This design comes from an exercise in tuning for small area, a short achievable clock period and few clock cycles on the open sky130 flow, not from production work.
Function was checked by simulation only, so behaviour that the tests miss may differ from the original.
The flow treats the clock pin as an ideal source, which a real chip does not have.
Power figures rest on the tool's default switching activity, not on a simulated workload.

--- design/flow/constraint.sdc ---
create_clock -name core_clock -period 6.0 [get_ports {pclk}]
set_input_delay 1.2000 -clock core_clock [delete_from_list [all_inputs] [get_ports {pclk}]]
set_output_delay 1.2000 -clock core_clock [all_outputs]
set_load 0.01 [all_outputs]
--- design/flow/flow/ctsgs.tcl ---
# Greedy sizing on the clock-tree-synthesized placement, with placement
# parasitics, then legalization.
set P $::env(PLATFORM_DIR)
read_lef $P/lef/sky130_fd_sc_hd.tlef
read_lef $P/lef/sky130_fd_sc_hd_merged.lef
read_liberty $P/lib/sky130_fd_sc_hd__tt_025C_1v80.lib
read_db $::env(ECO_IN)
read_sdc $::env(ECO_SDC)
source $P/setRC.tcl
set_propagated_clock [all_clocks]
estimate_parasitics -placement
report_worst_slack -max
source $::env(GS_TCL)
gs_run $::env(GS_ITER) $::env(GS_PATHS)
report_worst_slack -max
detailed_placement
check_placement
estimate_parasitics -placement
report_worst_slack -max
write_db $::env(ECO_OUT)
--- design/flow/config.mk ---
export PLATFORM = sky130hd
export DESIGN_NAME = apb_system_top
export DESIGN_NICKNAME = apb_system_top
export VERILOG_FILES = /design/flow/design.v
export SDC_FILE = /design/flow/constraint.sdc
export NUM_CORES = 8
export LEC_CHECK = 0
export CAP_MARGIN = 30
export CORE_MARGIN = 2
export CORE_UTILIZATION = 60
export CTS_BUF_LIST = sky130_fd_sc_hd__clkbuf_16
export CTS_CLUSTER_DIAMETER = 100
export CTS_CLUSTER_SIZE = 25
export SETUP_SLACK_MARGIN = 3.0
export SLEW_MARGIN = 50
export SYNTH_HIERARCHICAL = 1
export SYNTH_MINIMUM_KEEP_SIZE = 0
export TNS_END_PERCENT = 10
--- design/flow/flow/run.sh ---
#!/bin/bash
# Layout flow: the standard layout, with one extra step after clock tree
# synthesis: the cells on the slowest paths are sized (other drive strengths
# of the same cell, no new cells and no logic change) by a greedy search on
# placement parasitics, and the placement is legalized again. The standard
# flow then continues from global routing to the finished layout.
set -euo pipefail
W=$(pwd)
R=$W/orfs/results/${FLOW_PLATFORM}/apb_system_top/base
bash standard.sh "$R/4_cts.odb" > "$W/std_pass1.log" 2>&1
cp "$R/4_cts.odb" "$W/cts_pass1.odb"
ECO_IN="$W/cts_pass1.odb" ECO_SDC="$R/4_cts.sdc" ECO_OUT="$R/4_cts.odb" \
  GS_TCL="$W/flow/gsize.tcl" GS_ITER=8 GS_PATHS=64 \
  PLATFORM_DIR="$FLOW_HOME/platforms/$FLOW_PLATFORM" \
  openroad -no_init -exit "$W/flow/ctsgs.tcl" > "$W/ctsgs.log" 2>&1
rm -f "$W/cts_pass1.odb"
bash standard.sh finish > "$W/std_pass2.log" 2>&1
--- design/flow/design.v ---
module apb_rd_aoi3 (
    input  wire        s0, s1, s2,
    input  wire [31:0] d0, d1, d2,
    output wire [31:0] y
);
    assign y = ~(({32{s0}} & d0) | ({32{s1}} & d1) | ({32{s2}} & d2));
endmodule
module apb_rd_nand4 (
    input  wire [31:0] a, b, c, d,
    output wire [31:0] y
);
    assign y = ~(a & b & c & d);
endmodule
module apb_rd_nor4 (
    input  wire [31:0] a, b, c, d,
    output wire [31:0] y
);
    assign y = ~(a | b | c | d);
endmodule
module apb_rd_nor2 (
    input  wire [31:0] a, b,
    output wire [31:0] y
);
    assign y = ~(a | b);
endmodule
module apb_system_top #(
    parameter ADDR_WIDTH = 32,
    parameter DATA_WIDTH = 32,
    parameter NUM_SLAVES = 3
)(
    input  wire                    pclk,
    input  wire                    presetn,
    input  wire                    transfer_req,
    input  wire [ADDR_WIDTH-1:0]   transfer_addr,
    input  wire [DATA_WIDTH-1:0]   transfer_wdata,
    input  wire                    transfer_write,
    output wire                    transfer_ready,
    output wire [DATA_WIDTH-1:0]   transfer_rdata,
    output wire                    transfer_error
);
    wire [3:0] slave  = transfer_addr[19:16];
    wire [5:0] word   = transfer_addr[7:2];
    wire       mapped = (slave[3:2] == 2'b00) && (slave[1:0] != 2'b11);
    wire       inwin  = (transfer_addr[31:20] == 12'h0) && (transfer_addr[15:8] == 8'h0);
    wire       hit    = mapped && inwin;
    wire       wr     = transfer_req && transfer_write && hit;
    wire [31:0] wd0 = transfer_wdata & {32{presetn}};
    wire [31:0] wd1 = transfer_wdata | {32{!presetn}};
    wire [3:0] p0 = 4'b0001 << word[1:0];
    wire [3:0] p1 = 4'b0001 << word[3:2];
    wire [3:0] p2 = 4'b0001 << word[5:4];
    wire [3:0] sd = 4'b0001 << slave[1:0];
    wire [64*32-1:0] ya;
    genvar s, w, b;
    generate
        for (w = 0; w < 64; w = w + 1) begin : g_w
            wire        wl = p2[w/16] & p1[(w/4)%4] & p0[w%4];
            wire [2:0]  sel;
            wire [31:0] q [0:2];
            for (s = 0; s < 3; s = s + 1) begin : g_s
                localparam [31:0] INIT = (s << 24) + w;
                wire [31:0] wd;
                for (b = 0; b < 32; b = b + 1) begin : g_b
                    assign wd[b] = INIT[b] ? wd1[b] : wd0[b];
                end
                wire we = (wr && sd[s] && wl) || !presetn;
                reg [31:0] m;
                always @(posedge pclk)
                    if (we) m <= wd;
                assign q[s]   = m;
                assign sel[s] = sd[s] & wl;
            end
            apb_rd_aoi3 u_a (.s0(sel[0]), .s1(sel[1]), .s2(sel[2]),
                             .d0(q[0]), .d1(q[1]), .d2(q[2]), .y(ya[w*32 +: 32]));
        end
    endgenerate
    wire [16*32-1:0] yb;
    wire [8*32-1:0]  yc;
    wire [2*32-1:0]  yd;
    genvar k;
    generate
        for (k = 0; k < 16; k = k + 1) begin : g_b4
            apb_rd_nand4 u_b (.a(ya[(4*k)*32 +: 32]), .b(ya[(4*k+1)*32 +: 32]),
                              .c(ya[(4*k+2)*32 +: 32]), .d(ya[(4*k+3)*32 +: 32]),
                              .y(yb[k*32 +: 32]));
        end
        for (k = 0; k < 8; k = k + 1) begin : g_c2
            apb_rd_nor2 u_c (.a(yb[(2*k)*32 +: 32]), .b(yb[(2*k+1)*32 +: 32]),
                             .y(yc[k*32 +: 32]));
        end
        for (k = 0; k < 2; k = k + 1) begin : g_d4
            apb_rd_nand4 u_d (.a(yc[(4*k)*32 +: 32]), .b(yc[(4*k+1)*32 +: 32]),
                              .c(yc[(4*k+2)*32 +: 32]), .d(yc[(4*k+3)*32 +: 32]),
                              .y(yd[k*32 +: 32]));
        end
    endgenerate
    reg [31:0] rd0_n, rd1_n;
    reg        error_q;
    always @(posedge pclk) begin
        rd0_n   <= ~(({32{hit}} & yd[0 +: 32]) | ((mapped && !inwin) ? 32'hDEADBEEF : 32'd0));
        rd1_n   <= ~({32{hit}} & yd[32 +: 32]);
        error_q <= !hit;
    end
    reg ready_q;
    always @(posedge pclk or negedge presetn)
        if (!presetn) ready_q <= 1'b0;
        else          ready_q <= 1'b1;
    assign transfer_ready = ready_q;
    assign transfer_rdata = ~(rd0_n & rd1_n);
    assign transfer_error = error_q;
endmodule
--- design/flow/flow/gsize.tcl ---
# Greedy sizing of the cells on the slowest paths: for each cell on the
# worst path, try the other drive strengths of its footprint and keep the one
# that gives the best worst slack. Repeats until no change helps.
proc gs_variants {master} {
  if {![regexp {^(.*)_([0-9]+)$} $master -> base n]} { return {} }
  set out {}
  foreach c [get_lib_cells */${base}_*] {
    set nm [get_name $c]
    if {[regexp "^${base}_\[0-9\]+\$" $nm]} { lappend out $nm }
  }
  return $out
}
proc gs_dontuse {name} {
  return [regexp {probe|lpflow|clkdly|dlygate|dlymetal} $name]
}
proc gs_ep_slack {ep} {
  return [get_property $ep slack_max]
}
proc gs_run {max_iter npaths} {
  set block [ord::get_db_block]
  for {set it 0} {$it < $max_iter} {incr it} {
    set changed 0
    set paths [find_timing_paths -path_delay max -group_path_count $npaths -sort_by_slack]
    set work {}
    foreach path $paths {
      set ep [get_full_name [get_property $path endpoint]]
      set insts {}
      foreach pt [get_property $path points] {
        set pin [get_property $pt pin]
        if {[get_property $pin is_port]} continue
        lappend insts [get_full_name [$pin instance]]
      }
      lappend work [list $ep $insts]
    }
    unset paths
    foreach item $work {
      lassign $item ep insts
      set epobj [get_pins -quiet $ep]
      if {$epobj eq ""} { set epobj [get_ports $ep] }
      foreach iname $insts {
        set dbi [$block findInst $iname]
        if {$dbi eq "NULL"} continue
        set cur [[$dbi getMaster] getName]
        if {[gs_dontuse $cur]} continue
        if {[regexp {clkbuf|clkinv|tapvpwr|fill|decap} $cur]} continue
        set best $cur
        set bestep [gs_ep_slack $epobj]
        set bestws [sta::worst_slack_cmd max]
        foreach v [gs_variants $cur] {
          if {$v eq $cur || [gs_dontuse $v]} continue
          replace_cell $iname $v
          set e [gs_ep_slack $epobj]
          set w [sta::worst_slack_cmd max]
          if {$e > $bestep + 0.002 && $w >= $bestws - 0.0005} { set best $v; set bestep $e; set bestws $w }
        }
        if {[[[$block findInst $iname] getMaster] getName] ne $best} { replace_cell $iname $best }
        if {$best ne $cur} { incr changed }
      }
    }
    puts "gsize iter $it: changed $changed, worst slack [sta::worst_slack_cmd max]"
    if {$changed == 0} break
  }
}
--- design/flow/standard.sh ---
#!/bin/bash
# synth_recipe.tcl (not shown) runs the flow's synth.tcl, then flattens the netlist and writes it again
# the make line also repeats each setting of config.mk as NAME=value (left out here)
make -C /OpenROAD-flow-scripts/flow DESIGN_CONFIG=/design/flow/config.mk WORK_HOME=/design/flow/orfs CLKGATE_MAP_FILE= SYNTH_SCRIPT=/design/flow/synth_recipe.tcl "${@:-finish}"
==> results.toml, run 1 <==
[clock_network]
cts_buffer_depth = 4
clk_latency_ns = 0.98
cts_tree = "done"
htree_levels = 5
clkSinkCount = 6210
clockRootBuffer = "clkbuf_16"
clkTransAtPathRegs_ns = 0.10
cts_made_buffers = 286

[yosys]
synth.area.mux_share = 0
synth_compound_area_frac = 0.101
ys_seq_area_frac = 0.843
synth_area_sq_um = 220000
synth_nets = 10472
async_flop_share = 0.000161
synth_edf_count = 6144
ys.flop_type = "edfxtp_1"
synth-simple-area-share = 0.0294
yosys.area_share.adder = 0
synth_top_family_by_area = "compound AO/OA/AOI/OAI gates"
synth_xor_area_frac = 0
yosysWarnings = 7
syn_area_per_cell_sq_um = 21.2
ys_ff_latch = 6210
synthCells = 10404
synthDistinctLibCells = 29

[finish]
layout.nets = 11198
syn2layout_area_growth_pct = 12.9
drive_gt1_frac = 0.196
nFillCells = 22990

[power_and_ir_drop]
p_clk_frac = 0.279
p_comb_frac = 0.047
p_leak_nw = 80.2
internal_power_mw = 61.1
seq_power_share = 0.674
swShare = 0.212
p_switching_mw = 16.4
power_density_nw_per_um2 = 312
peakVddDrop_mv = 0.270

[floorplan]
row_count = 222
core_area_sq_um = 366000
dieArea_sq_um = 372000
boundaryPins = 102
fp.dieH_um = 610
start_util = 0.603
die_w_um = 610

[timing]
timing.setup.tns_ns = 0
clock_skew_ns = 0.0499
fin_crit_ns = 3.26
rsz0062_at_grt = "yes"
period_share = 0.543
slew_viol_final = 0
finalHoldViolCount = 0
hold_ws_ns = 0.0689
setup_violations = 0
fmax_mhz = 307
worst_pin_slew_ns = 0.819
slew_headroom = 0.454

[global_routing]
antenna_found_initial = 29
grt_max_degree = 145
gr-total-overflow = 0
grt_pass1_vias = 113633
grt_pass1_wl_um = 896000
track_usage = 0.347

[place]
dpl.hpwl_um = 370000
place_congestion = 0.848
port_buffers = 99

[drt]
wl_per_cell_um = 41.4
num_vias = 121841
wl_um = 666000
routed_via_density = 7.58
drtIter0Drc = 24710
ant_nets = 0
drt_first_pass_iters = 13
route.detailed.drc = 0

[worst_setup_path]
startpoint_type = "input pin"
cp.required_ns = 6.89
worstPathMaxFanout = 7
path_class = "input pin to register"
cp-end-kind = "register"
cp.arrival_ns = 4.15

[outcome]
run_status = "complete, no violations"

[job]
maxCapViolCount = 0

[min_path]
worst_hold_path_type = "input pin to async pin"
[what timing repair did]
item | in CTS | in global routing
setup buffers | 154 | 138
hold buffers | 0 | 0
resized for setup | 798 | 285
gates cloned | 15 | 28
pin swaps | 227 | 294
setup endpoints to repair | 6242 | 2641
[modules after synthesis, one instance, submodules excluded]
module	cells	area (sq um)	copies in the design
apb_rd_aoi3	41	403	64
apb_rd_nand4	32	200	18
apb_rd_nor2	32	120	8
apb_system_top	6948	190000	1
[stage by stage]
stage                     power, mW  setup slack (ns)  area, sq um  utilization  cells
after floorplan                54.4              1.84       222000            -  10404
after global placement         56.1             0.263       230000        0.630  15230
after detailed placement       56.5             0.674       232000        0.635  15310
after CTS                      77.5              2.89       244000        0.668  15873
after global routing           79.4              2.74       249000        0.680  16054
final                          77.5              2.74       249000        0.680  16070
[metal layers]
metal	track usage	up-vias	wire (um)
met5	0	-	83
met4	0.126	12	27900
met3	0.0768	882	91600
met2	0.522	8495	302000
met1	0.507	63982	245000
li1	-	48470	-
[cells by family (layout without fill, tap and decap cells)]
kind of cell,count (synthesis),count (layout)
other cells,1,19
flops,6210,6210
buf+inv,689,1518
simple gates,1239,1242
compound gates,2265,2265
[layout by cell type, fill, tap and decap left out, drive strengths merged, types with 18 or more instances in the layout]
| master | count |
|---|---|
| edfxtp | 6144 |
| a222oi | 2048 |
| buf | 1015 |
| nand4 | 579 |
| nor2 | 452 |
| clkbuf | 323 |
| o31ai | 216 |
| nand2 | 98 |
| inv | 96 |
| dfxtp | 65 |
| clkdlybuf4s50 | 57 |
| nand3 | 41 |
| and2 | 33 |
| diode | 18 |
[cell type report]
type,instances,area (sq um),share of cell area
tap,4816,6030,0.0242
clock inverter,99,398,0.00160
clock buffer,295,7380,0.0297
sequential,6210,186000,0.748
timing repair buffer,1124,13900,0.0558
antenna,18,45.0,0.000181
multi-input combinational,3508,35000,0.141
[registers in the layout (all words and copies together) (netlist names)]
register / cells
rd1_n: 32
ready_q: 1
g_w.g_s.m: 6144
rd0_n: 32
error_q: 1
[synth_stat cells (all sizes together) (4+ instances only)]
master / count / area share
buf: 612 / 0.025
clkbuf: 77 / 0.0013
nor2: 449 / 0.0076
a222oi: 2048 / 0.093
and4b: 6 / 0.00027
and4bb: 6 / 0.00034
and2: 33 / 0.00094
nor4b: 4 / 0.00016
nor4: 6 / 0.00031
nand2: 98 / 0.0017
edfxtp: 6144 / 0.84
nand3: 41 / 0.00093
dfxtp: 65 / 0.0059
o31ai: 216 / 0.0077
nand2b: 10 / 0.00028
nand4: 579 / 0.017
[power by group through the flow]
stage | logic, mW | registers (mW) | clock network, mW
2_1_floorplan | 1.29 | 53.1 | 0
3_3_place_gp | 3.02 | 53.1 | 0
6_report | 3.60 | 52.3 | 21.6
4_1_cts | 3.38 | 52.3 | 21.8
5_1_grt | 3.69 | 52.6 | 23.2
3_5_place_dp | 3.20 | 53.3 | 0
[worst max-delay path, stage by stage]
cell and delay (ns):
buf_12 0.10, buf_8 0.14, buf_12 0.14, buf_6 0.12, and4b_4 0.29, nand2_8 0.14
nor2_4 0.06, buf_12 0.15, buf_12 0.13, clkbuf_16 0.15, a222oi_1 0.40, nand4_1 0.51
nor2_4 0.38, nand4_1 0.11, nand3_1 0.09
[worst paths after layout]
| check | to | slack (ns) | startpoint | cells past startpoint |
|---|---|---|---|---|
| min | ready_q$_DFF_PN0_ | 0.07 | presetn | 1 |
| max in group asynchronous | ready_q$_DFF_PN0_ | 5.70 | presetn | 1 |
| max | rd1_n[26]$_DFF_P_ | 2.74 | transfer_addr[4] | 15 |
| min in group core_clock | rd1_n[18]$_DFF_P_ | 0.68 | g_w[33].g_s[2].m[18]$_DFFE_PP_ | 5 |
| min reg2reg | rd1_n[18]$_DFF_P_ | 0.68 | g_w[33].g_s[2].m[18]$_DFFE_PP_ | 5 |
| max reg2reg | rd1_n[4]$_DFF_P_ | 3.78 | g_w[59].g_s[0].m[4]$_DFFE_PP_ | 5 |
Testbench counts, summed over its fixed seeds: cycles 4,800.
==> inputs of run 2 (changes only) <==
==> design/flow/design.v (replaced) <==
module apb_rd_aoi3 (
    input  wire        s0, s1, s2,
    input  wire [31:0] d0, d1, d2,
    output wire [31:0] y
);
    assign y = ~(({32{s0}} & d0) | ({32{s1}} & d1) | ({32{s2}} & d2));
endmodule
module apb_rd_nand4 (
    input  wire [31:0] a, b, c, d,
    output wire [31:0] y
);
    assign y = ~(a & b & c & d);
endmodule
module apb_rd_nor4 (
    input  wire [31:0] a, b, c, d,
    output wire [31:0] y
);
    assign y = ~(a | b | c | d);
endmodule
module apb_rd_nor2 (
    input  wire [31:0] a, b,
    output wire [31:0] y
);
    assign y = ~(a | b);
endmodule
module apb_rd_nand2 (
    input  wire [31:0] a, b,
    output wire [31:0] y
);
    assign y = ~(a & b);
endmodule
module apb_rd_and4 (
    input  wire [31:0] a, b, c, d,
    output wire [31:0] y
);
    assign y = a & b & c & d;
endmodule
module apb_rd_aoi2 (
    input  wire        s0, s1,
    input  wire [31:0] d0, d1,
    output wire [31:0] y
);
    assign y = ~(({32{s0}} & d0) | ({32{s1}} & d1));
endmodule
module apb_system_top #(
    parameter ADDR_WIDTH = 32,
    parameter DATA_WIDTH = 32,
    parameter NUM_SLAVES = 3
)(
    input  wire                    pclk,
    input  wire                    presetn,
    input  wire                    transfer_req,
    input  wire [ADDR_WIDTH-1:0]   transfer_addr,
    input  wire [DATA_WIDTH-1:0]   transfer_wdata,
    input  wire                    transfer_write,
    output wire                    transfer_ready,
    output wire [DATA_WIDTH-1:0]   transfer_rdata,
    output wire                    transfer_error
);
    wire [3:0] slave  = transfer_addr[19:16];
    wire [5:0] word   = transfer_addr[7:2];
    wire       mapped = (slave[3:2] == 2'b00) && (slave[1:0] != 2'b11);
    wire       inwin  = (transfer_addr[31:20] == 12'h0) && (transfer_addr[15:8] == 8'h0);
    wire       hit    = mapped && inwin;
    wire       wr     = transfer_req && transfer_write && hit;
    wire [31:0] wd0 = transfer_wdata & {32{presetn}};
    wire [31:0] wd1 = transfer_wdata | {32{!presetn}};
    wire [3:0] p0 = 4'b0001 << word[1:0];
    wire [3:0] p1 = 4'b0001 << word[3:2];
    wire [3:0] p2 = 4'b0001 << word[5:4];
    wire [3:0] sd = 4'b0001 << slave[1:0];
    wire [63:0] wl;
    genvar s, w, b, k;
    generate
        for (w = 0; w < 64; w = w + 1) begin : g_wl
            assign wl[w] = p2[w/16] & p1[(w/4)%4] & p0[w%4];
        end
    endgenerate
    wire [3*4*32-1:0] yc;
    generate
        for (s = 0; s < 3; s = s + 1) begin : g_s
            wire [31:0] q [0:63];
            for (w = 0; w < 64; w = w + 1) begin : g_w
                localparam [31:0] INIT = (s << 24) + w;
                wire [31:0] wd;
                for (b = 0; b < 32; b = b + 1) begin : g_b
                    assign wd[b] = INIT[b] ? wd1[b] : wd0[b];
                end
                wire we = (wr && sd[s] && wl[w]) || !presetn;
                reg [31:0] m;
                always @(posedge pclk)
                    if (we) m <= wd;
                assign q[w] = m;
            end
            wire [32*32-1:0] ya;
            wire [8*32-1:0]  yb;
            for (k = 0; k < 32; k = k + 1) begin : g_a2
                apb_rd_aoi2 u_a (.s0(wl[2*k]), .s1(wl[2*k+1]), .d0(q[2*k]), .d1(q[2*k+1]),
                                 .y(ya[k*32 +: 32]));
            end
            for (k = 0; k < 8; k = k + 1) begin : g_b4
                apb_rd_and4 u_b (.a(ya[(4*k)*32 +: 32]), .b(ya[(4*k+1)*32 +: 32]),
                                 .c(ya[(4*k+2)*32 +: 32]), .d(ya[(4*k+3)*32 +: 32]),
                                 .y(yb[k*32 +: 32]));
            end
            for (k = 0; k < 4; k = k + 1) begin : g_c2
                apb_rd_nand2 u_c (.a(yb[(2*k)*32 +: 32]), .b(yb[(2*k+1)*32 +: 32]),
                                  .y(yc[(s*4+k)*32 +: 32]));
            end
        end
    endgenerate
    wire [2:0] hs = {3{hit}} & sd[2:0];
    wire [31:0] err_data = (mapped && !inwin) ? 32'hDEADBEEF : 32'd0;
    reg [4*32-1:0] rd_n;
    reg            error_q;
    integer j;
    always @(posedge pclk) begin
        for (j = 0; j < 4; j = j + 1)
            rd_n[j*32 +: 32] <= ~(({32{hs[0]}} & yc[(0*4+j)*32 +: 32])
                                | ({32{hs[1]}} & yc[(1*4+j)*32 +: 32])
                                | ({32{hs[2]}} & yc[(2*4+j)*32 +: 32])
                                | (j == 0 ? err_data : 32'd0));
        error_q <= !hit;
    end
    reg ready_q;
    always @(posedge pclk or negedge presetn)
        if (!presetn) ready_q <= 1'b0;
        else          ready_q <= 1'b1;
    assign transfer_ready = ready_q;
    assign transfer_rdata = ~(rd_n[0 +: 32] & rd_n[32 +: 32] & rd_n[64 +: 32] & rd_n[96 +: 32]);
    assign transfer_error = error_q;
endmodule
==> design/flow/flow/run.sh (replaced) <==
#!/bin/bash
# Layout flow: the standard layout, with one extra step after clock tree
# synthesis: the cells on the slowest paths are sized (other drive strengths
# of the same cell, no new cells and no logic change) by a greedy search on
# placement parasitics, in two rounds, each followed by legalization. The
# standard flow then continues from global routing to the finished layout.
set -euo pipefail
W=$(pwd)
R=$W/orfs/results/${FLOW_PLATFORM}/apb_system_top/base
bash standard.sh "$R/4_cts.odb" > "$W/std_pass1.log" 2>&1
cp "$R/4_cts.odb" "$W/cts_pass1.odb"
ECO_IN="$W/cts_pass1.odb" ECO_SDC="$R/4_cts.sdc" ECO_OUT="$R/4_cts.odb" \
  GS_TCL="$W/flow/gsize.tcl" GS_ROUNDS="8 3" GS_PATHS=64 \
  PLATFORM_DIR="$FLOW_HOME/platforms/$FLOW_PLATFORM" \
  openroad -no_init -exit "$W/flow/ctsgs.tcl" > "$W/ctsgs.log" 2>&1
rm -f "$W/cts_pass1.odb"
bash standard.sh finish > "$W/std_pass2.log" 2>&1
==> design/flow/flow/ctsgs.tcl (replaced) <==
# Greedy sizing on the clock-tree-synthesized placement, with placement
# parasitics, in rounds; the placement is legalized after each round.
set P $::env(PLATFORM_DIR)
read_lef $P/lef/sky130_fd_sc_hd.tlef
read_lef $P/lef/sky130_fd_sc_hd_merged.lef
read_liberty $P/lib/sky130_fd_sc_hd__tt_025C_1v80.lib
read_db $::env(ECO_IN)
read_sdc $::env(ECO_SDC)
source $P/setRC.tcl
set_propagated_clock [all_clocks]
estimate_parasitics -placement
report_worst_slack -max
source $::env(GS_TCL)
foreach iters $::env(GS_ROUNDS) {
  gs_run $iters $::env(GS_PATHS)
  report_worst_slack -max
  detailed_placement
  estimate_parasitics -placement
  report_worst_slack -max
}
check_placement
write_db $::env(ECO_OUT)
==> run 2 against run 1 <==
  * Largest cell class unchanged
  * First-iteration DRC count fell by 20%
  * Wire length increased by 5.7%
  * Combinational power up 26%
  * Sequential power grew 0.8%
==> results.toml, run 2 <==
[outcome]
run_status = "complete, no violations"

[yosys]
synth_top_cell_area_share = 0.807
synth_most_common_cell = "edfxtp_1"
synth_edf_count = 6144
synthDistinctLibCells = 30
synth_commonest_cells = "edfxtp_1 (6144), a22oi_1 (3072), and4_1 (768), nand2_1 (684), o21ai_0 (344)"
synthTopCellsByArea = "edfxtp_1 (81%), a22oi_1 (10%), and4_1 (2.9%), buf_6 (1.4%), dfxtp_1 (1.1%)"
ys_seq_area_frac = 0.818
synth_xor_area_frac = 0
synth_nets = 12202
synth_compound_area_frac = 0.108
synth-simple-area-share = 0.0437
syn_area_per_cell_sq_um = 18.8
synth.area.mux_share = 0.00560
ys.flop_type = "edfxtp_1"
yosys.area_share.adder = 0
ys_ff_latch = 6274
synthCells = 12134
yosysWarnings = 7
yosys.area.top_type = "edfxtp_1"
synth_top_family_by_area = "compound AO/OA/AOI/OAI gates"
async_flop_share = 0.000159
synth_area_sq_um = 229000

[power_and_ir_drop]
power_density_nw_per_um2 = 308
peakVddDrop_mv = 0.246
p_leak_nw = 80.9

[drt]
wl_um = 704000
wl_per_cell_um = 39.2
met2_length_um = 322000
route.met3.wl_um = 82500
met1Wirelength_um = 270000
top_layer_used = "met5"
route.detailed.drc = 0
drtIter0Drc = 19676
routed_via_density = 7.14
ant_nets = 0
drt_first_pass_iters = 6
num_vias = 128331

[floorplan]
fp.dieH_um = 621
die_w_um = 621
boundaryPins = 102
row_count = 226
start_util = 0.603
core_area_sq_um = 379000
dieArea_sq_um = 386000

[worst_setup_path]
r2r-start = "g_s[0].g_w[14].m[10]$_DFFE_PP_"
crit_chain = "clkdlybuf4s50_1, or4_1, nor2_2, buf_6, nand4_4, buf_12, o21ai_4, buf_4"
cp.required_ns = 6.60
path_delay_family = "buffers and inverters"
path_class = "input pin to register"
critPathBufInv = 4
critical-path-slowest-cell = "buf_4"
worstPathMaxFanout = 32
cp-startpoint = "transfer_addr[21]"
startpoint_type = "input pin"
cp-end-kind = "register"
slowest_delay_ns = 0.57
cp.arrival_ns = 3.77

[finish]
post-route-util = 0.679
drive_gt1_frac = 0.165
syn2layout_area_growth_pct = 12.6
layout_common_cells = "edfxtp_1 (6144), a22oi_1 (3071), and4_1 (690)"
largest_register = "g_s.g_w.m"
top_regs = "g_s.g_w.m (6144), rd_n (128)"
layout.nets = 12910
nFillCells = 24417
final_common_cell = "edfxtp_1"
stdcell_area_sq_um = 257000
largest_reg_flops = 6144

[clock_network]
cts_buffer_depth = 4
clkSinkCount = 6274
clk_latency_ns = 0.98
htree_levels = 5
hold_buffers = 0
cts_made_buffers = 289
clkTransAtPathRegs_ns = 0.09
clockRootBuffer = "clkbuf_16"
cts_tree = "done"

[global_routing]
grt_max_degree = 121
grt_pass1_wl_um = 961000
gr-total-overflow = 0
track_usage = 0.358
grt_pass1_vias = 120348
antenna_found_initial = 31

[timing]
timing.setup.tns_ns = 0
rsz0062_at_grt = "yes"
fmax_mhz = 315
setup_ws_ns = 2.83
worst_pin_slew_ns = 0.805
finalHoldViolCount = 0
clock_skew_ns = 0.0455
hold_ws_ns = 0.431
period_share = 0.528
slew_headroom = 0.463
setup_violations = 0
slew_viol_final = 0
fin_crit_ns = 3.17

[place]
place_congestion = 0.863
placed_area_sq_um = 242000
dp_slack_ns = 0.405
dpl.hpwl_um = 402000
port_buffers = 99

[min_path]
worst_hold_path_type = "input pin to async pin"

[job]
maxCapViolCount = 0
==> run 2: report_power, final <==
part | switching [mW] | internal, mW
Sequential | 0.924 | 51.8
Clock | 12.9 | 9.19
Combinational | 3.43 | 1.10
==> run 2: metrics by stage <==
step,total power [mW],std cells
after detailed placement,57.8,17345
final,79.4,17964
after floorplan,55.3,12134
after CTS,79.2,17872
after global routing,81.3,17955
after global placement,57.5,17282
==> run 2: worst paths after layout <==
kind	to	slack (ns)	cells after the start
worst max-delay path	g_s[1].g_w[61].m[20]$_DFFE_PP_	2.83	8
worst min-delay path	ready_q$_DFF_PN0_	0.43	2
worst max register to register	rd_n[10]$_DFF_P_	4.03	7
worst min register to register	rd_n[65]$_DFF_P_	0.78	6
max in group asynchronous	ready_q$_DFF_PN0_	5.34	2
min in group core_clock	rd_n[65]$_DFF_P_	0.78	6
==> run 2: final cells by class <==
type | count | area [sq um] | area share
Multi-Input combinational cell | 5109 | 40700 | 0.158
Clock buffer | 303 | 7580 | 0.0295
Timing Repair Buffer | 1081 | 14000 | 0.0545
Timing Repair inverter | 22 | 180 | 0.000700
Clock inverter | 83 | 392 | 0.00152
Inverter | 65 | 963 | 0.00374
Antenna cell | 11 | 27.5 | 0.000107
Sequential cell | 6274 | 187000 | 0.728
Tap cell | 5016 | 6280 | 0.0244
==> run 2: cells by family (layout without fill, tap and decap cells) <==
group	after synthesis	in the layout
DFF	6274	6274
AOI/OAI and AO/OA	3417	3417
and+or+nand+nor	1563	1563
buffers and inverters	751	1554
muxes	128	128
other	1	12
==> run 2: routing by layer <==
| layer | up-vias | global-route usage |
|---|---|---|
| li1 | 51950 | - |
| met2 | 7993 | 0.544 |
| met1 | 67390 | 0.529 |
| met4 | 8 | 0.126 |
| met3 | 990 | 0.0637 |
| met5 | - | 0 |
==> run 2: per-module statistics from Yosys (local to each module, per instance) <==
module | area (sq um) | flip-flops and latches | copies in the design
apb_rd_aoi2 | 289 | 0 | 96
apb_system_top | 193000 | 6274 | 1
apb_rd_and4 | 280 | 0 | 24
apb_rd_nand2 | 120 | 0 | 12
==> run 2: repair_timing <==
| item | 4_1_cts | 5_1_grt |
|---|---|---|
| setup buffers | 93 | 56 |
| endpoints found under the setup margin | 6270 | 3912 |
| gates resized for setup | 906 | 175 |
| pin swaps | 50 | 10 |
| cloned | 48 | 5 |
==> run 2: worst register-to-register path, stage by stage (launching register included) <==
cell      delay [ns]
edfxtp_1        0.37
a22oi_1         0.19
and4_1          0.40
nand2_2         0.16
mux2i_2         0.30
o21ai_1         0.14
buf_4           0.18
o21ai_0         0.16
Testbench counts of run 2, summed over its fixed seeds: cycles 4,800.
==> inputs of run 3 (changes only) <==
--- a/design/flow/design.v
+++ b/design/flow/design.v
@@ -64,15 +64,33 @@
     wire       hit    = mapped && inwin;
     wire       wr     = transfer_req && transfer_write && hit;
-    wire [31:0] wd0 = transfer_wdata & {32{presetn}};
-    wire [31:0] wd1 = transfer_wdata | {32{!presetn}};
+    reg        pw_valid;
+    reg  [5:0] pw_word;
+    reg  [1:0] pw_slave;
+    reg [31:0] pw_data;
+    always @(posedge pclk or negedge presetn)
+        if (!presetn) pw_valid <= 1'b0;
+        else          pw_valid <= wr;
+    always @(posedge pclk) begin
+        pw_word  <= word;
+        pw_slave <= slave[1:0];
+        pw_data  <= transfer_wdata;
+    end
+    wire byp = pw_valid && hit && word == pw_word && slave[1:0] == pw_slave;
+    wire [31:0] wd0 = pw_data & {32{presetn}};
+    wire [31:0] wd1 = pw_data | {32{!presetn}};
     wire [3:0] p0 = 4'b0001 << word[1:0];
     wire [3:0] p1 = 4'b0001 << word[3:2];
     wire [3:0] p2 = 4'b0001 << word[5:4];
     wire [3:0] sd = 4'b0001 << slave[1:0];
-    wire [63:0] wl;
+    wire [3:0] q0 = 4'b0001 << pw_word[1:0];
+    wire [3:0] q1 = 4'b0001 << pw_word[3:2];
+    wire [3:0] q2 = 4'b0001 << pw_word[5:4];
+    wire [3:0] qs = {4{pw_valid}} & (4'b0001 << pw_slave);
+    wire [63:0] wl, wwl;
     genvar s, w, b, k;
     generate
         for (w = 0; w < 64; w = w + 1) begin : g_wl
-            assign wl[w] = p2[w/16] & p1[(w/4)%4] & p0[w%4];
+            assign wl[w]  = p2[w/16] & p1[(w/4)%4] & p0[w%4];
+            assign wwl[w] = q2[w/16] & q1[(w/4)%4] & q0[w%4];
         end
     endgenerate
@@ -87,5 +105,5 @@
                     assign wd[b] = INIT[b] ? wd1[b] : wd0[b];
                 end
-                wire we = (wr && sd[s] && wl[w]) || !presetn;
+                wire we = (qs[s] && wwl[w]) || !presetn;
                 reg [31:0] m;
                 always @(posedge pclk)
@@ -110,5 +128,5 @@
         end
     endgenerate
-    wire [2:0] hs = {3{hit}} & sd[2:0];
+    wire [2:0] hs = {3{hit && !byp}} & sd[2:0];
     wire [31:0] err_data = (mapped && !inwin) ? 32'hDEADBEEF : 32'd0;
     reg [4*32-1:0] rd_n;
@@ -120,5 +138,5 @@
                                 | ({32{hs[1]}} & yc[(1*4+j)*32 +: 32])
                                 | ({32{hs[2]}} & yc[(2*4+j)*32 +: 32])
-                                | (j == 0 ? err_data : 32'd0));
+                                | (j == 0 ? (err_data | ({32{byp}} & pw_data)) : 32'd0));
         error_q <= !hit;
     end
==> run 3 against run 2 <==
  * Clock power hardly changed
  * Clock skew down 0.0074 ns
  * Hold slack lost 0.044 ns
  * Setup slack improved by 0.090 ns
  * First-iteration DRC count is 2.5% lower
  * Final cell count is 0.89% lower
  * Core utilization shrank 0.47 points
  * Flip-flop and latch count increased by 41
==> results.toml, run 3 <==
[global_routing]
grt_max_degree = 129
gr-total-overflow = 0
antenna_found_initial = 44
track_usage = 0.357
grt_pass1_vias = 119624
grt_pass1_wl_um = 961000

[clock_network]
cts_made_buffers = 291
clkSinkCount = 6315
clk_latency_ns = 0.99
clkTransAtPathRegs_ns = 0.10
hold_buffers = 0
cts_tree = "done"
cts_buffer_depth = 4
htree_levels = 5
clockRootBuffer = "clkbuf_16"

[finish]
syn2layout_area_growth_pct = 12.1
final_common_cell = "edfxtp_1"
drive_gt1_frac = 0.165
largest_register = "g_s.g_w.m"
top_regs = "g_s.g_w.m (6144), rd_n (128), pw_data (32)"
layout.nets = 12681
layout_common_cells = "edfxtp_1 (6144), a22oi_1 (3079), and4_1 (691)"
largest_reg_flops = 6144
post-route-util = 0.674

[power_and_ir_drop]
internal_power_mw = 62.3
power_density_nw_per_um2 = 310
total_power_mw = 79.7
seq_power_share = 0.664
p_clk_frac = 0.281
swShare = 0.218
p_comb_frac = 0.054
peakVddDrop_mv = 0.335
p_switching_mw = 17.4
p_leak_nw = 80.6

[min_path]
min_path_cells = 1
min-delay-start = "transfer_addr[3]"
whs_endpoint = "pw_word[1]$_DFF_P_"
worst_hold_path_type = "input pin to register"

[yosys]
synth_area_sq_um = 230000
yosys.area.top_type = "edfxtp_1"
yosysWarnings = 7
async_flop_share = 0.000317
synth_top_cell_area_share = 0.803
syn_area_per_cell_sq_um = 19.1
ys_seq_area_frac = 0.818
synth_edf_count = 6144
synth_most_common_cell = "edfxtp_1"
synthTopCellsByArea = "edfxtp_1 (80%), a22oi_1 (10%), and4_1 (2.9%), dfxtp_1 (1.5%), buf_6 (1.4%)"
synth_nets = 12103
ys_ff_latch = 6315
synthDistinctLibCells = 38
synthCells = 12035
synth_commonest_cells = "edfxtp_1 (6144), a22oi_1 (3176), and4_1 (768), nand2_1 (469), buf_2 (303)"
ys.flop_type = "edfxtp_1"

[place]
place_congestion = 0.864
dpl.hpwl_um = 406000
port_buffers = 99

[drt]
drtIter0Drc = 19185
num_vias = 127526
drt_first_pass_iters = 18
routed_via_density = 7.16
wl_per_cell_um = 39.5
wl_um = 704000
route.detailed.drc = 0
ant_nets = 0

[worst_setup_path]
r2r-start = "pw_word[3]$_DFF_P_"
r2r_cells = 6
cp-end-kind = "register"
path_class = "register to register"
slowest_delay_ns = 0.55
critical-path-slowest-cell = "o21ai_4"
startpoint_type = "register"
worstPathMaxFanout = 13
crit_chain = "nand2b_4, nor3_4, nand2_2, o21ai_4, buf_6, buf_4"
cp.required_ns = 6.68
cp.arrival_ns = 3.76
rr_endpoint = "g_s[1].g_w[6].m[8]$_DFFE_PP_"
rrSetupSlack_ns = 2.92

[timing]
period_share = 0.513
finalHoldViolCount = 0
setup_violations = 0
timing.setup.tns_ns = 0
clock_skew_ns = 0.0382
fin_crit_ns = 3.08
rsz0062_at_grt = "yes"
fmax_mhz = 325
worst_pin_slew_ns = 0.856
slew_viol_final = 0
slew_headroom = 0.429

[floorplan]
fp.dieH_um = 623
die_w_um = 623
row_count = 227
start_util = 0.602
boundaryPins = 102
dieArea_sq_um = 388000
core_area_sq_um = 382000

[outcome]
run_status = "complete, no violations"

[job]
maxCapViolCount = 0
==> run 3: area by class of cell <==
type | instances | area, sq um
timing repair buffer | 977 | 12400
clock inverter | 111 | 499
fill | 24694 | 124000
multi-input combinational | 5019 | 42200
tap | 5038 | 6300
antenna | 28 | 70.1
clock buffer | 307 | 7680
sequential | 6315 | 188000
inverter | 9 | 36.3
==> run 3: what timing repair did <==
action | CTS | global route
cloned | 31 | 4
buffers inserted | 126 | 11
resized for setup | 505 | 50
hold endpoints to repair | 0 | 0
pin swaps | 104 | 16
endpoints found under the setup margin | 2056 | 164
==> run 3: modules after synthesis, one instance, submodules excluded <==
module | area (sq um) | cells | flops+latches
apb_rd_and4 | 280 | 32 | 0
apb_system_top | 194000 | 7235 | 6315
apb_rd_aoi2 | 289 | 38 | 0
apb_rd_nand2 | 120 | 32 | 0
==> run 3: critical path, delay by kind of cell (launching register included) <==
family	cells	cell delay, ns
AOI/OAI and AO/OA	1	0.55
buffers and inverters	2	0.53
DFF	1	0.51
and+or+nand+nor	3	1.17
==> run 3: worst max path at each step <==
| stage | start | end | slack, ns | depth (start not counted) |
|---|---|---|---|---|
| final | pw_word[3]$_DFF_P_ | g_s[1].g_w[6].m[8]$_DFFE_PP_ | 2.92 | 6 |
| after CTS | rd_n[0]$_DFF_P_ | transfer_rdata[0] | 2.56 | 2 |
| after global placement | transfer_addr[4] | rd_n[27]$_DFF_P_ | 0.38 | 12 |
| after floorplan | pw_word[4]$_DFF_P_ | g_s[1].g_w[48].m[0]$_DFFE_PP_ | 2.15 | 5 |
| after detailed placement | transfer_addr[5] | rd_n[24]$_DFF_P_ | 0.54 | 12 |
| after global routing | transfer_addr[26] | rd_n[61]$_DFF_P_ | 2.92 | 9 |
==> run 3: power groups by stage <==
stage | logic, mW | clock network (mW) | registers, mW
floorplan | 1.65 | 0 | 53.7
global placement | 3.76 | 0 | 53.7
detailed placement | 3.96 | 0 | 53.9
CTS | 4.07 | 22.6 | 52.9
global route | 4.44 | 24.0 | 53.2
finish | 4.34 | 22.4 | 52.9
==> run 3: cell families (layout without fill, tap and decap cells) <==
kind of cell | after synthesis | count (layout) | synth area share
buffers and inverters | 701 | 1404 | 0.0226
xor gates and xnor gates | 8 | 8 | 0.000305
other | 1 | 29 | 0.0000163
muxes | 160 | 160 | 0.00767
and+or+nand+nor | 1456 | 1456 | 0.0420
DFF | 6315 | 6315 | 0.818
AOI/OAI and AO/OA | 3394 | 3394 | 0.109
==> run 3: metal layers <==
| metal | wire, um | vias to the layer above | GRT usage |
|---|---|---|---|
| li1 | - | 51616 | - |
| met1 | 268000 | 67178 | 0.514 |
| met2 | 326000 | 7707 | 0.552 |
| met3 | 79400 | 1019 | 0.0668 |
| met4 | 31300 | 6 | 0.133 |
| met5 | 38 | - | 0 |
==> run 3: metrics by stage <==
step	hold WS, ns	setup WS, ns	instance area [sq um]	std cells
6_report	0.386	2.92	257000	17804
5_1_grt	0.369	2.92	257000	17791
4_1_cts	0.428	2.56	254000	17741
3_5_place_dp	0.674	0.541	242000	17166
3_3_place_gp	0.669	0.379	240000	17052
2_1_floorplan	0.538	2.15	230000	12035
Testbench counts of run 3, summed over its fixed seeds: cycles 4,800.
==> inputs of run 4 (changes only) <==
--- a/design/flow/flow/gsize.tcl
+++ b/design/flow/flow/gsize.tcl
@@ -2,10 +2,17 @@
 # worst path, try the other drive strengths of its footprint and keep the one
 # that gives the best worst slack. Repeats until no change helps.
-proc gs_variants {master} {
+proc gs_variants {master {iname ""}} {
   if {![regexp {^(.*)_([0-9]+)$} $master -> base n]} { return {} }
+  # A port buffer (the flow may have made it a delay cell) may become a
+  # plain buffer.
+  if {[regexp {^(input|output)[0-9]+$} $iname]
+      && [regexp {__(buf|clkbuf|clkdlybuf4s[0-9]+|dlygate4sd[0-9]|dlymetal6s[0-9]s)$} $base]} {
+    return {sky130_fd_sc_hd__buf_1 sky130_fd_sc_hd__buf_2 sky130_fd_sc_hd__buf_4
+            sky130_fd_sc_hd__buf_6 sky130_fd_sc_hd__buf_8 sky130_fd_sc_hd__buf_12}
+  }
   set out {}
   foreach c [get_lib_cells */${base}_*] {
     set nm [get_name $c]
-    if {[regexp "^${base}_\[0-9\]+\$" $nm]} { lappend out $nm }
+    if {[regexp {^[0-9]+$} [string range $nm [string length ${base}_] end]]} { lappend out $nm }
   }
   return $out
@@ -42,15 +49,16 @@
         if {$dbi eq "NULL"} continue
         set cur [[$dbi getMaster] getName]
-        if {[gs_dontuse $cur]} continue
+        if {[gs_dontuse $cur] && ![regexp {^(input|output)[0-9]+$} $iname]} continue
         if {[regexp {clkbuf|clkinv|tapvpwr|fill|decap} $cur]} continue
         set best $cur
         set bestep [gs_ep_slack $epobj]
         set bestws [sta::worst_slack_cmd max]
-        foreach v [gs_variants $cur] {
+        set hold0 [expr {min(0.0, [sta::worst_slack_cmd min])}]
+        foreach v [gs_variants $cur $iname] {
           if {$v eq $cur || [gs_dontuse $v]} continue
           replace_cell $iname $v
           set e [gs_ep_slack $epobj]
           set w [sta::worst_slack_cmd max]
-          if {$e > $bestep + 0.002 && $w >= $bestws - 0.0005} { set best $v; set bestep $e; set bestws $w }
+          if {$e > $bestep + 0.002 && $w >= $bestws - 0.0005 && [sta::worst_slack_cmd min] >= $hold0} { set best $v; set bestep $e; set bestws $w }
         }
         if {[[[$block findInst $iname] getMaster] getName] ne $best} { replace_cell $iname $best }
==> run 4 against run 3 <==
  * Still clean on timing, DRC and antenna
  * First-iteration DRC count up 1.6%
  * Wire length down 0.17%
  * Clock skew about the same
  * Synthesized cell count unchanged
  * Cell area down 0.30%
  * Total power about the same
  * Sequential share of layout area up 0.22 points
  * Fmax down 11%
  * Combinational power about the same
  * Area after synthesis unchanged
  * Global-route usage about the same
  * Die area unchanged
  * Critical endpoint is now transfer_rdata[4]
  * Largest power group unchanged
==> results.toml, run 4 <==
[yosys]
yosys.area_share.adder = 0
synth_area_sq_um = 230000
syn_area_per_cell_sq_um = 19.1
ys_seq_area_frac = 0.818
async_flop_share = 0.000317
synth_compound_area_frac = 0.109
ys_ff_latch = 6315
yosys.area.top_type = "edfxtp_1"
synthDistinctLibCells = 38
synthCells = 12035
synth_xor_area_frac = 0.000305
synth-simple-area-share = 0.0420
synth_commonest_cells = "edfxtp_1 (6144), a22oi_1 (3176), and4_1 (768), nand2_1 (469), buf_2 (303)"
synth_most_common_cell = "edfxtp_1"
synth_top_family_by_area = "compound AO/OA/AOI/OAI gates"
synth_nets = 12103
synthTopCellsByArea = "edfxtp_1 (80%), a22oi_1 (10%), and4_1 (2.9%), dfxtp_1 (1.5%), buf_6 (1.4%)"
synth.area.mux_share = 0.00767
synth_top_cell_area_share = 0.803
ys.flop_type = "edfxtp_1"
yosysWarnings = 7
synth_edf_count = 6144

[worst_setup_path]
r2r_cells = 6
slowest_delay_ns = 0.50
worstPathMaxFanout = 1
path_class = "register to output port"
critPathBufInv = 1
cp-end-kind = "output port"
rr_endpoint = "g_s[1].g_w[6].m[8]$_DFFE_PP_"
critical-path-slowest-cell = "nand4_1"
r2r-start = "pw_word[3]$_DFF_P_"
crit_chain = "nand4_1, buf_2"
rrSetupSlack_ns = 2.93
path_delay_family = "simple AND/OR/NAND/NOR gates"
startpoint_type = "register"
cp.arrival_ns = 2.24
cp.required_ns = 4.80

[timing]
finalHoldViolCount = 0
timing.setup.tns_ns = 0
setup_ws_ns = 2.56
worst_pin_slew_ns = 0.801
period_share = 0.574
slew_headroom = 0.466
slew_viol_final = 0
fmax_mhz = 290
rsz0062_at_grt = "yes"
setup_violations = 0
clock_skew_ns = 0.0386
fin_crit_ns = 3.44

[finish]
multi_input_comb_area_sq_um = 41600
top_regs = "g_s.g_w.m (6144), rd_n (128), pw_data (32)"
largest_reg_flops = 6144
final_common_cell = "edfxtp_1"
nFillCells = 24781
post-route-util = 0.672
largest_register = "g_s.g_w.m"
drive_gt1_frac = 0.161
seqCellArea_sq_um = 188000
layout_common_cells = "edfxtp_1 (6144), a22oi_1 (3093), and4_1 (715)"
layout.nets = 12668
syn2layout_area_growth_pct = 11.7

[floorplan]
boundaryPins = 102
die_w_um = 623
dieArea_sq_um = 388000
start_util = 0.602
core_area_sq_um = 382000
fp.dieH_um = 623
row_count = 227

[clock_network]
cts_tree = "done"
clk_latency_ns = 0.99
htree_levels = 5
clkSinkCount = 6315
cts_buffer_depth = 4
clockRootBuffer = "clkbuf_16"
cts_made_buffers = 291
hold_buffers = 0
clkTransAtPathRegs_ns = 0.10

[place]
dpl.hpwl_um = 406000
dp_slack_ns = 0.541
port_buffers = 99
place_congestion = 0.864

[drt]
num_vias = 127298
wl_um = 703000
route.detailed.drc = 0
drtIter0Drc = 19494
wl_per_cell_um = 39.5
ant_nets = 0
drt_first_pass_iters = 6
routed_via_density = 7.15

[global_routing]
track_usage = 0.357
grt_pass1_vias = 119619
grt_pass1_wl_um = 960000
antenna_found_initial = 56
top_usage_layer = "met2"
grt_max_degree = 129
gr-total-overflow = 0
use_met2 = 0.551
use_met1 = 0.511
use_met3 = 0.0707

[min_path]
worst_hold_path_type = "input pin to register"
whs_endpoint = "pw_word[1]$_DFF_P_"
min_path_cells = 1
min-delay-start = "transfer_addr[3]"

[power_and_ir_drop]
power_density_nw_per_um2 = 310
peakVddDrop_mv = 0.334
p_leak_nw = 80.0
total_power_mw = 79.6

[job]
maxCapViolCount = 0

[outcome]
run_status = "complete, no violations"
==> run 4: worst max-delay path by stage <==
stage,start,endpoint,slack (ns),depth (start not counted)
floorplan,pw_word[4]$_DFF_P_,g_s[1].g_w[48].m[0]$_DFFE_PP_,2.15,5
global placement,transfer_addr[4],rd_n[27]$_DFF_P_,0.38,12
detailed placement,transfer_addr[5],rd_n[24]$_DFF_P_,0.54,12
CTS,rd_n[0]$_DFF_P_,transfer_rdata[0],2.56,2
global route,rd_n[100]$_DFF_P_,transfer_rdata[4],2.63,2
finish,rd_n[100]$_DFF_P_,transfer_rdata[4],2.56,2
==> run 4: area by class of cell <==
cell class	instances	share of cell area
Antenna cell	35	0.000341
Clock inverter	111	0.00195
Timing Repair Buffer	964	0.0477
Multi-Input combinational cell	5019	0.162
Clock buffer	307	0.0299
Sequential cell	6315	0.733
Tap cell	5038	0.0246
Inverter	9	0.000141
==> run 4: what timing repair did <==
action | CTS | global route
resized for setup | 505 | 15
endpoints found under the setup margin | 2056 | 559
cloned | 31 | 0
setup buffers | 126 | 3
pin swaps | 104 | 10
==> run 4: logic make-up (layout without fill, tap and decap cells) <==
| family | after synthesis | in the layout |
|---|---|---|
| multiplexers | 160 | 160 |
| flip-flops | 6315 | 6315 |
| AO/OA/AOI/OAI | 3394 | 3394 |
| other | 1 | 36 |
| buffers and inverters | 701 | 1391 |
| XOR/XNOR | 8 | 8 |
| AND/OR/NAND/NOR | 1456 | 1456 |
==> run 4: per-layer routing <==
| layer | up-vias | part of all wire |
|---|---|---|
| li1 | 51583 | - |
| met1 | 66875 | 0.38 |
| met2 | 7701 | 0.46 |
| met3 | 1105 | 0.11 |
| met4 | 34 | 0.045 |
| met5 | - | 0.00033 |
==> run 4: through the flow <==
stage	cell area [sq um]	hold slack, ns	std cells
6_report	257000	0.386	17798
5_1_grt	257000	0.374	17780
4_1_cts	254000	0.428	17741
3_5_place_dp	242000	0.674	17166
3_3_place_gp	240000	0.669	17052
2_1_floorplan	230000	0.538	12035
==> run 4: modules after synthesis, one instance, submodules excluded <==
module / area [sq um] / times used / cells inside / flops+latches
apb_rd_and4: 280 / 24 / 32 / 0
apb_rd_aoi2: 289 / 96 / 38 / 0
apb_rd_nand2: 120 / 12 / 32 / 0
apb_system_top: 194000 / 1 / 7235 / 6315
==> run 4: where the power goes <==
| part | internal [mW] | switching (mW) |
|---|---|---|
| sequential | 52.0 | 0.938 |
| clock | 9.30 | 13.1 |
| combinational | 1.03 | 3.30 |

-- re-timing with driven ports --
No port has a modelled driver above. Below, the same layouts with a new extraction and two added sets of constraints. Step 1, drivers: a clkbuf_16 drives pclk and a buf_2 each remaining input, both assumed. Step 2, shift: input delay + t, output delay - t, t = (earliest + latest rising clock arrival at the registers) / 2. This alone moves slack from input paths to output paths. Slacks: ideal ports / drivers / drivers and shift; pairs: ideal ports / drivers.
run	t (ns)	slack for setup (ns)	worst setup path after step 2
run 1	1.066	2.743 / 2.796 / 1.730	input to register
run 2	1.072	2.829 / 2.713 / 1.827	input to register
run 3	1.099	2.919 / 2.802 / 1.838	input to register
run 4	1.099	2.557 / 2.427 / 1.824	input to register
After both steps every run listed still meets setup and hold. The setup slack of run 3, which loses most, moves by -0.117 ns with the drivers and by -1.081 ns with both steps.
